Source: an optimization exercise on an open RTL-to-GDS flow (aim: small area). Production flows keep margins and buffers that such runs may drop. Function was checked by simulation only, so behaviour that the tests miss may differ from the original. Power and IR drop assume default switching activity.

## run A
==> flow/design.v (excerpt) <==
module axi_regs #(
    parameter AXI_ADDR_WIDTH = 32,  
    parameter logic [31:0] BASEADDR = 32'h00000000  
    ) (
    input  wire                      axi_aclk,
    input  wire                      axi_aresetn,
    input  wire [AXI_ADDR_WIDTH-1:0] s_axi_awaddr,
    input  wire [2:0]                s_axi_awprot,
    input  wire                      s_axi_awvalid,
    input  wire [7:0]                s_axi_awid,
    input  wire [7:0]                s_axi_awlen,
    input  wire [2:0]                s_axi_awsize,
    output wire                      s_axi_awready,
    input  wire [31:0]               s_axi_wdata,
    input  wire [3:0]                s_axi_wstrb,
    input  wire                      s_axi_wvalid,
    input  wire                      s_axi_wlast,
    output wire                      s_axi_wready,
    input  wire [AXI_ADDR_WIDTH-1:0] s_axi_araddr,
    input  wire [2:0]                s_axi_arprot,
    input  wire                      s_axi_arvalid,
    input  wire [7:0]                s_axi_arid,
    input  wire [7:0]                s_axi_arlen,
    input  wire [2:0]                s_axi_arsize,
    output wire                      s_axi_arready,
    output wire [31:0]               s_axi_rdata,
    output wire [1:0]                s_axi_rresp,
    output wire                      s_axi_rvalid,
    output wire [7:0]                s_axi_rid,
    output wire                      s_axi_rlast,
    input  wire                      s_axi_rready,
    output wire [1:0]                s_axi_bresp,
    output wire                      s_axi_bvalid,
    output wire [7:0]                s_axi_bid,
    input  wire                      s_axi_bready,
    output wire reg0_strobe,  
    output wire [31:0] reg0_value,  
    output wire reg1_strobe,  
    output wire [31:0] reg1_value,  
    output wire reg2_strobe,  
    output wire [31:0] reg2_value,  
    output wire reg3_strobe,  
    output wire [31:0] reg3_value,  
    output wire reg4_strobe,  
    input wire [31:0] reg4_value,  
    output wire reg5_strobe,  
    output wire [31:0] reg5_value,  
    input wire reg6_value_set,  
    output wire reg7_strobe,  
    output wire [31:0] reg7_value,  
    output wire reg8_strobe,  
    output wire [31:0] reg8_value,  
    output wire reg9_strobe,  
    output wire [31:0] reg9_value,  
    output wire reg10_strobe,  
    output wire [31:0] reg10_value,  
    output wire reg11_strobe,  
    output wire [31:0] reg11_value,  
    output wire reg12_strobe,  
    output wire [31:0] reg12_value,  
    output wire reg13_strobe,  
    output wire [31:0] reg13_value,  
    output wire reg14_strobe,  
    output wire [31:0] reg14_value,  
    output wire reg15_strobe,  
    output wire [31:0] reg15_value,  
    output wire reg16_strobe,  
    output wire [31:0] reg16_value,  
    output wire reg17_strobe,  
    output wire [31:0] reg17_value,  
    output wire reg18_strobe,  
    output wire [31:0] reg18_value,  
    output wire reg19_strobe,  
    output wire [31:0] reg19_value,  
    output wire reg20_strobe,  
    output wire [31:0] reg20_value,  
    output wire reg21_strobe,  
    output wire [31:0] reg21_value,  
    output wire reg22_strobe,  
    output wire [31:0] reg22_value,  
    output wire reg23_strobe,  
    output wire [31:0] reg23_value,  
    output wire reg24_strobe,  
    output wire [31:0] reg24_value,  
    output wire reg25_strobe,  
    output wire [31:0] reg25_value,  
    output wire reg26_strobe,  
    output wire [31:0] reg26_value,  
    output wire reg27_strobe,  
    output wire [31:0] reg27_value,  
    output wire reg28_strobe,  
    output wire [31:0] reg28_value,  
    output wire reg29_strobe,  
    output wire [31:0] reg29_value,  
    output wire reg30_strobe,  
    output wire [31:0] reg30_value,  
    output wire reg31_strobe,  
    output wire [31:0] reg31_value  
    );
For scale: ~1100 flip-flops.
Settings: LEC_CHECK=0, CAP_MARGIN=20, CORE_MARGIN=2, CORE_UTILIZATION=40, PLACE_DENSITY=0.6, SLEW_MARGIN=20, SYNTH_HIERARCHICAL=1; clock period 5.0 ns.
standard.sh (not shown) runs the stock make flow with config.mk's settings and CLKGATE_MAP_FILE= SYNTH_SCRIPT=/design/flow/synth_recipe.tcl, a recipe that flattens the netlist after the stock synthesis.
==> flow/flow/run.sh <==
#!/bin/bash
# The standard ORFS layout (standard.sh), with two changes in how the
# layout is built:
#  - port buffers use the smallest buffer cell (buf_1) instead of the
#    delay-buffer cell buffer_ports picks by default;
#  - CTS clusters more sinks per leaf buffer and adds no dummy loads.
export BUFFER_PORTS_ARGS="-buffer_cell sky130_fd_sc_hd__buf_1"
export CTS_ARGS="-sink_clustering_enable -repair_clock_nets -dont_use_dummy_load -sink_clustering_size 25 -sink_clustering_max_diameter 100"
bash standard.sh > standard.log 2>&1
FAIL run A @ I/O pin placement: tool exited with error
--- input diff run A..run B ---
Settings: an added CORE_AREA of 4 4 421 421; an added DIE_AREA of 0 0 425 425; a deleted CORE_MARGIN that had been 2; a deleted CORE_UTILIZATION that had been 40.
==> summary.txt <==
Run B: full flow OK, the timing, DRC and antenna checks passed. Share of the yosys chip area belonging to registers came out exactly the same in run A and run B. NOTE: die extent in y in run B exceeds that of run A. Reported for run A and run B, area after synthesis turned out identical to the last digit.
Inputs modified between run B and run C:
Settings: PLACE_DENSITY: 0.6 -> 0.8.
--- outcome ---
As far as total number of placement rows goes, run B and run C are indistinguishable; the numbers are identical. Compared with run B, run C shows power dissipated in the clock network lower by about 2%. Final HPWL from detailed placement on run C is behind run B. Detailed-route wire length on metal 1, run C and run B: larger value in run B. The register share of the cell area of run C and that of run B are within noise of each other. Taking run B as the reference, in run C setup slack climbed 66 ps, arrival time of the worst setup path dropped 70 ps, post-layout minimum cycle time now smaller, worst hold slack dropped 70 ps.
The inputs of run D differ from those of run C as listed below.
Settings: CORE_UTILIZATION now 65, previously not set; DIE_AREA no longer set, was 0 0 425 425; PLACE_DENSITY now 0.75, was 0.8; CORE_MARGIN now 2, previously not set; CORE_AREA no longer set, was 4 4 421 421.
## What came out
- Seen in the log of run D: PPL-0024 during I/O pin placement, after which the run never completed.
- Run D gives less x dimension of the die than run C did.
- On site row count: between run C and run D, it ends up higher for run C.
- Re synthesized cell count: no difference whatsoever between run C and run D.
- From run C to run D, post-synthesis sequential area ratio did not move at all.
## Diff of input files: run E against run D
Settings: CAP_MARGIN changed from 20 to 5; PLACE_DENSITY changed from 0.75 to 0.6; CORE_AREA newly set to 4 4 421 421; CORE_UTILIZATION removed (was 65); CORE_MARGIN removed (was 2); SLEW_MARGIN changed from 20 to 5; DIE_AREA newly set to 0 0 425 425.
## What came out
Run E: flow completed, timing, DRC and antenna clean
Relative to run D, site row count has increased by 59 in run E.
Synthesized area divided by synthesized cell count: run D vs run E identical
Run E and run D ended up with roughly the same post-synthesis cell type count.

-- what the ideal ports hide --
No port has a modelled driver above. Below, the same layouts with a new extraction and two added sets of constraints. Step 1 sets driving cells, clkbuf_16 on the clock port and buf_2 on the other inputs (assumed; they add their load-dependent delay and slew). Step 2 times the ports against the registers' clock, not the clock port: input delays grow and output delays shrink by t, the midpoint of the rising clock arrivals with the driver on. a / b / c = ideal / step 1 / step 2; a / b = the first two.
run | t, ns | setup WS [ns] | clock arrival spread, ns | worst data-port slew with drivers (ns) | cell pins on the clock port's net
run B | 0.764 | 0.280 / 0.194 / 0.651 | 0.105 / 0.105 | 0.27 | 1
run C | 0.741 | 0.347 / 0.276 / 0.602 | 0.141 / 0.141 | 0.28 | 1
run E | 0.764 | 0.230 / 0.146 / 0.549 | 0.122 / 0.121 | 0.25 | 1
After both steps every run listed still meets setup and hold.
